What follows belongs to an exercise in optimizing a design on an open flow for small area; a production flow would make more cautious choices. In this exercise RTL edits were held to simulation tests only and were not proved equivalent to the original. The clock port is modelled as an ideal driver; clocking choices that lean on that would not hold on a real chip. No activity file was given, so power comes from the tool's default toggle rates.

==> run D <==
==> flow/design.v <==
module DP_RAM #(
	parameter WIDTH  = 8,
	parameter DEPTH  = 16,
	parameter ADDR_W = $clog2(DEPTH)
)(
	input RSTn,
	input WR_CLK, RD_CLK,
	input WR_EN, RD_EN,
	input [ADDR_W-1:0] WR_ADDR, RD_ADDR,
	input [WIDTH-1:0]  WR_DATA,
	output logic [WIDTH-1:0] RD_DATA
);
logic [WIDTH-1:0] ram_model [0:DEPTH-1];
always_ff @(posedge WR_CLK) if (WR_EN) ram_model[WR_ADDR] <= WR_DATA;
always_ff @(posedge RD_CLK) if (RD_EN) RD_DATA <= ram_model[RD_ADDR];
endmodule
module SYNC_FIFO #(
	parameter WIDTH  = 8,
	parameter DEPTH  = 16,
	parameter PTR_W  = $clog2(DEPTH)
)(
	input CLK,
	input RSTn,
	input WR_EN, RD_EN,
	input [WIDTH-1:0] DATA_IN,
	output FIFO_FULL, FIFO_EMPTY,
	output [WIDTH-1:0] DATA_OUT
);
logic [WIDTH-1:0] mem [0:DEPTH-1];
logic [PTR_W:0]   cnt;           
logic [WIDTH-1:0] dout;
assign FIFO_EMPTY = cnt[PTR_W];
assign FIFO_FULL  = ~cnt[PTR_W] & (&cnt[PTR_W-1:0]);
wire wr_acc = WR_EN & (~FIFO_FULL | RD_EN);
wire rd_acc = RD_EN & (~FIFO_EMPTY | WR_EN);
integer i;
always_ff @(posedge CLK) begin
  if (wr_acc) begin
    mem[0] <= DATA_IN;
    for (i = 1; i < DEPTH; i++) mem[i] <= mem[i-1];
  end
end
always_ff @(posedge CLK) begin
  if (!RSTn) cnt <= '1;
  else if (wr_acc & ~rd_acc) cnt <= cnt + 1'b1;
  else if (rd_acc & ~wr_acc) cnt <= cnt - 1'b1;
end
always_ff @(posedge CLK)
  dout <= FIFO_EMPTY ? DATA_IN : mem[cnt[PTR_W-1:0]];
assign DATA_OUT = dout;
endmodule
==> flow/run.sh <==
#!/bin/bash
# synth_recipe.tcl (not shown) runs the flow's synth.tcl, then flattens the netlist and writes it again
# the make line also repeats each setting of config.mk as NAME=value (left out here)
make -C /OpenROAD-flow-scripts/flow DESIGN_CONFIG=/design/flow/config.mk WORK_HOME=/design/flow/orfs CLKGATE_MAP_FILE= SYNTH_SCRIPT=/design/flow/synth_recipe.tcl finish
==> flow/config.mk <==
export PLATFORM = sky130hd
export DESIGN_NAME = SYNC_FIFO
export DESIGN_NICKNAME = SYNC_FIFO
export VERILOG_FILES = /design/flow/design.v
export SDC_FILE = /design/flow/constraint.sdc
export NUM_CORES = 4
export LEC_CHECK = 0
export CAP_MARGIN = 20
export CORE_MARGIN = 2
export CORE_UTILIZATION = 40
export SLEW_MARGIN = 20
==> flow/constraint.sdc <==
create_clock -name core_clock -period 5.0 [get_ports {CLK}]
set_input_delay 1.0000 -clock core_clock [delete_from_list [all_inputs] [get_ports {CLK}]]
set_output_delay 1.0000 -clock core_clock [all_outputs]
set_load 0.01 [all_outputs]
==> run K: changes against run D <==
==> flow/design.v, changed modules only <==
module SYNC_FIFO #(
	parameter WIDTH  = 8,
	parameter DEPTH  = 16,
	parameter PTR_W  = $clog2(DEPTH)
)(
	input CLK,
	input RSTn,
	input WR_EN, RD_EN,
	input [WIDTH-1:0] DATA_IN,
	output FIFO_FULL, FIFO_EMPTY,
	output [WIDTH-1:0] DATA_OUT
);
logic [WIDTH-1:0] mem [0:DEPTH-1];
logic [PTR_W:0]   cnt;           
logic [WIDTH-1:0] dout;
assign FIFO_EMPTY = cnt[PTR_W];
assign FIFO_FULL  = ~cnt[PTR_W] & (&cnt[PTR_W-1:0]);
wire wr_acc = WR_EN & (~FIFO_FULL | RD_EN);
wire rd_acc = RD_EN & (~FIFO_EMPTY | WR_EN);
integer i;
always_ff @(posedge CLK) begin
  if (wr_acc) begin
    mem[0] <= DATA_IN;
    for (i = 1; i < DEPTH; i++) mem[i] <= mem[i-1];
  end
end
always_ff @(posedge CLK) begin
  if (!RSTn) cnt <= '1;
  else if (wr_acc & ~rd_acc) cnt <= cnt + 1'b1;
  else if (rd_acc & ~wr_acc) cnt <= cnt - 1'b1;
end
logic [DEPTH-1:0] rsel;
always_comb
  for (int k = 0; k < DEPTH; k++)
    rsel[k] = ~cnt[PTR_W] & (cnt[PTR_W-1:0] == k);
logic [WIDTH-1:0] rdata;
always_comb begin
  rdata = {WIDTH{FIFO_EMPTY}} & DATA_IN;
  for (int k = 0; k < DEPTH; k++)
    rdata = rdata | ({WIDTH{rsel[k]}} & mem[k]);
end
always_ff @(posedge CLK)
  dout <= rdata;
assign DATA_OUT = dout;
endmodule
==> run H: changes against run D <==
==> flow/design.v, changed modules only <==
module SYNC_FIFO #(
	parameter WIDTH  = 8,
	parameter DEPTH  = 16,
	parameter PTR_W  = $clog2(DEPTH)
)(
	input CLK,
	input RSTn,
	input WR_EN, RD_EN,
	input [WIDTH-1:0] DATA_IN,
	output FIFO_FULL, FIFO_EMPTY,
	output [WIDTH-1:0] DATA_OUT
);
logic [WIDTH-1:0] mem [0:DEPTH-1];
logic [PTR_W:0]   cnt;           
logic [WIDTH-1:0] dout;
assign FIFO_EMPTY = cnt[PTR_W];
assign FIFO_FULL  = ~cnt[PTR_W] & (&cnt[PTR_W-1:0]);
wire grow   = WR_EN & ~RD_EN & ~FIFO_FULL;
wire shrink = RD_EN & ~WR_EN & ~FIFO_EMPTY;
wire wr_acc = WR_EN & (~FIFO_FULL | RD_EN);
always_ff @(posedge CLK) begin
  if (wr_acc) begin
    mem[0] <= DATA_IN;
    for (int i = 1; i < DEPTH; i++) mem[i] <= mem[i-1];
  end
end
logic [PTR_W:0] tgl;
assign tgl[0] = grow | shrink;
for (genvar i = 1; i <= PTR_W; i++) begin : g_tgl
  assign tgl[i] = tgl[i-1] & (cnt[i-1] ^ shrink);
end
always_ff @(posedge CLK)
  cnt <= RSTn ? (cnt ^ tgl) : '1;
logic [DEPTH:0] rsel;
FIFO_RDDEC u_rddec (.CNT(cnt), .SEL(rsel));
logic [WIDTH-1:0] rdata;
for (genvar b = 0; b < WIDTH; b++) begin : g_rdmux
  logic [DEPTH:0] d;
  for (genvar k = 0; k < DEPTH; k++) begin : g_d
    assign d[k] = mem[k][b];
  end
  assign d[DEPTH] = DATA_IN[b];
  FIFO_RDMUX u_rdmux (.SEL(rsel), .D(d), .Y(rdata[b]));
end
always_ff @(posedge CLK)
  dout <= rdata;
assign DATA_OUT = dout;
endmodule
module FIFO_RDDEC (
	input  [4:0]  CNT,
	output [16:0] SEL
);
for (genvar k = 0; k < 15; k++) begin : g_sel
  assign SEL[k] = (CNT[3:0] == k);    
end
assign SEL[15] = (CNT[3:0] == 4'd15) & ~CNT[4];
assign SEL[16] = CNT[4];
endmodule
module FIFO_RDMUX (
	input  [16:0] SEL,
	input  [16:0] D,
	output        Y
);
wire [5:0] g_n;
for (genvar k = 0; k < 5; k++) begin : g_aoi
  assign g_n[k] = ~((SEL[3*k]   & D[3*k])   |
                    (SEL[3*k+1] & D[3*k+1]) |
                    (SEL[3*k+2] & D[3*k+2]));
end
assign g_n[5] = ~((SEL[15] & D[15]) | (SEL[16] & D[16]));
assign Y = ~(g_n[0] & g_n[1] & g_n[2]) | ~(g_n[3] & g_n[4] & g_n[5]);
endmodule
==> flow/flow/run.sh (new file) <==
#!/bin/bash
# Standard layout (standard.sh) with these changes:
#  - synthesis: synth_pre.tcl replaces ORFS's ABC call (see there); the read
#    mux bit and the read decoder are kept as modules until after mapping,
#    then flattened by synth_recipe.tcl as usual
#  - a lighter clock tree (clkbuf_4, no dummy loads), with post_cts.tcl
#    upsizing any clock buffer whose flip-flops see a slow clock edge
#  - the smallest buffer on each port
# make's output goes to make.log; each ORFS step logs under orfs/logs/.
set -euo pipefail
cat flow/synth_pre.tcl synth_recipe.tcl > my_synth.tcl
bash standard.sh finish \
  "SYNTH_SCRIPT=$PWD/my_synth.tcl" \
  "SYNTH_KEEP_MODULES=FIFO_RDMUX FIFO_RDDEC" \
  "ABC_AMAP_MODULES=FIFO_RDMUX" \
  "POST_CTS_TCL=$PWD/flow/post_cts.tcl" "CLK_SLEW_TARGET=1.1e-10" \
  "CTS_ARGS=-sink_clustering_enable -repair_clock_nets -dont_use_dummy_load -buf_list sky130_fd_sc_hd__clkbuf_4" \
  "BUFFER_PORTS_ARGS=-buffer_cell sky130_fd_sc_hd__buf_1" \
  > make.log 2>&1
==> flow/flow/post_cts.tcl (new file) <==
# After CTS: upsize any clock buffer whose sinks see a slew above the
# threshold, one drive step at a time, then re-legalize the placement.
set clk_slew_limit 1.00e-10
if { [info exists ::env(CLK_SLEW_TARGET)] } { set clk_slew_limit $::env(CLK_SLEW_TARGET) }
set up_next [dict create \
  sky130_fd_sc_hd__clkbuf_1 sky130_fd_sc_hd__clkbuf_2 \
  sky130_fd_sc_hd__clkbuf_2 sky130_fd_sc_hd__clkbuf_4 \
  sky130_fd_sc_hd__clkbuf_4 sky130_fd_sc_hd__clkbuf_8 \
  sky130_fd_sc_hd__clkbuf_8 sky130_fd_sc_hd__clkbuf_16]
proc clk_sink_slew { inst } {
  set mx 0
  set net [[$inst findITerm X] getNet]
  foreach it [$net getITerms] {
    if { [$it isOutputSignal] } { continue }
    if { [string match *clkbuf* [[[$it getInst] getMaster] getName]] } { continue }
    set pin [get_pins [[$it getInst] getName]/[[$it getMTerm] getName]]
    foreach s [list [get_property $pin slew_max_rise] [get_property $pin slew_max_fall]] {
      if { $s > $mx } { set mx $s }
    }
  }
  return $mx
}
for { set pass 0 } { $pass < 4 } { incr pass } {
  estimate_parasitics -placement
  set changed 0
  foreach inst [[ord::get_db_block] getInsts] {
    set m [[$inst getMaster] getName]
    if { ![dict exists $up_next $m] } { continue }
    if { [[[$inst findITerm X] getNet] getSigType] ne "CLOCK" } { continue }
    set s [clk_sink_slew $inst]
    if { $s * 1e-9 > $clk_slew_limit } {
      puts "post_cts: [$inst getName] $m sink slew $s -> [dict get $up_next $m]"
      replace_cell [get_cells [$inst getName]] [dict get $up_next $m]
      incr changed
    }
  }
  if { $changed == 0 } { break }
}
detailed_placement
check_placement -verbose
estimate_parasitics -placement
==> flow/flow/synth_pre.tcl (new file) <==
# Sourced ahead of synth_recipe.tcl. Replaces ORFS's ABC call: the modules in
# ABC_AMAP_MODULES (kept whole through mapping) are mapped with ABC's area
# mapper, the rest with ABC's default script. ORFS's delay target and output
# load are dropped: the layout's repair sizes the cells afterwards.
proc abc {args} {
  set out {}; set skip 0
  foreach a $args {
    if { $skip } { set skip 0; continue }
    if { $a in {-script -constr -D} } { set skip 1; continue }
    lappend out $a
  }
  if { [info exists ::env(ABC_AMAP_MODULES)] && $::env(ABC_AMAP_MODULES) ne "" } {
    yosys abc {*}$out -script "+strash;amap" {*}$::env(ABC_AMAP_MODULES)
  }
  # cells already mapped above are left alone by this call
  yosys abc {*}$out
}
==> flow/standard.sh (new file) <==
#!/bin/bash
# synth_recipe.tcl (not shown) runs the flow's synth.tcl, then flattens the netlist and writes it again
# the make line also repeats each setting of config.mk as NAME=value (left out here)
make -C /OpenROAD-flow-scripts/flow DESIGN_CONFIG=/design/flow/config.mk WORK_HOME=/design/flow/orfs CLKGATE_MAP_FILE= SYNTH_SCRIPT=/design/flow/synth_recipe.tcl "${@:-finish}"
Settings changed: CAP_MARGIN 20 to 5, SLEW_MARGIN 20 to 5.
removed: flow/run.sh
==> comparison <==
Run H completed without violations. Run K finished clean. Run D completed without violations.
Combinational power: run K is smaller than run D (about 40%).
In run D the global-route usage is lower than in run K, by 1.1 points.
Between run K and run H, the lower utilization is in run H (gap 3.5 points).
Register-to-register slack: run H > run K > run D.
Die area, highest first: run D, run K, run H.
The highest final cell count belongs to run D, the lowest to run H.
In run D the first-iteration DRC count is higher than in run K, by about 1.4%.

[re-timing with driven ports]
In the flow no input, the clock included, has a driving cell. The finished layouts below were timed again as built, in two steps.
Step 1, drivers: a clkbuf_16 drives CLK and a buf_2 each remaining input, both assumed.
Step 2 adds t to the input delays and takes it off the output delays; t is the mean of the earliest and latest rising clock arrival at the registers after step 1. Input paths then give back, and output paths get back, about the clock's delay inside the block.
Three values: ideal, step 1, step 2; two values: the first two.
| run | t (ns) | slack for setup (ns) | clock arrival spread, ns | worst slew at a driven data input, ns | pins driven straight from the clock port |
|---|---|---|---|---|---|
| run D | 0.460 | 1.449 / 1.452 / 1.006 | 0.010 / 0.011 | 0.04 | 1 |
| run K | 0.462 | 1.335 / 1.293 / 1.509 | 0.010 / 0.010 | 0.03 | 1 |
| run H | 0.526 | 2.298 / 2.265 / 2.521 | 0.032 / 0.032 | 0.05 | 1 |
After both steps setup and hold are still met in every run listed. For run D, which loses most, drivers alone change the setup slack by +0.003 ns; drivers and shift together by -0.443 ns.
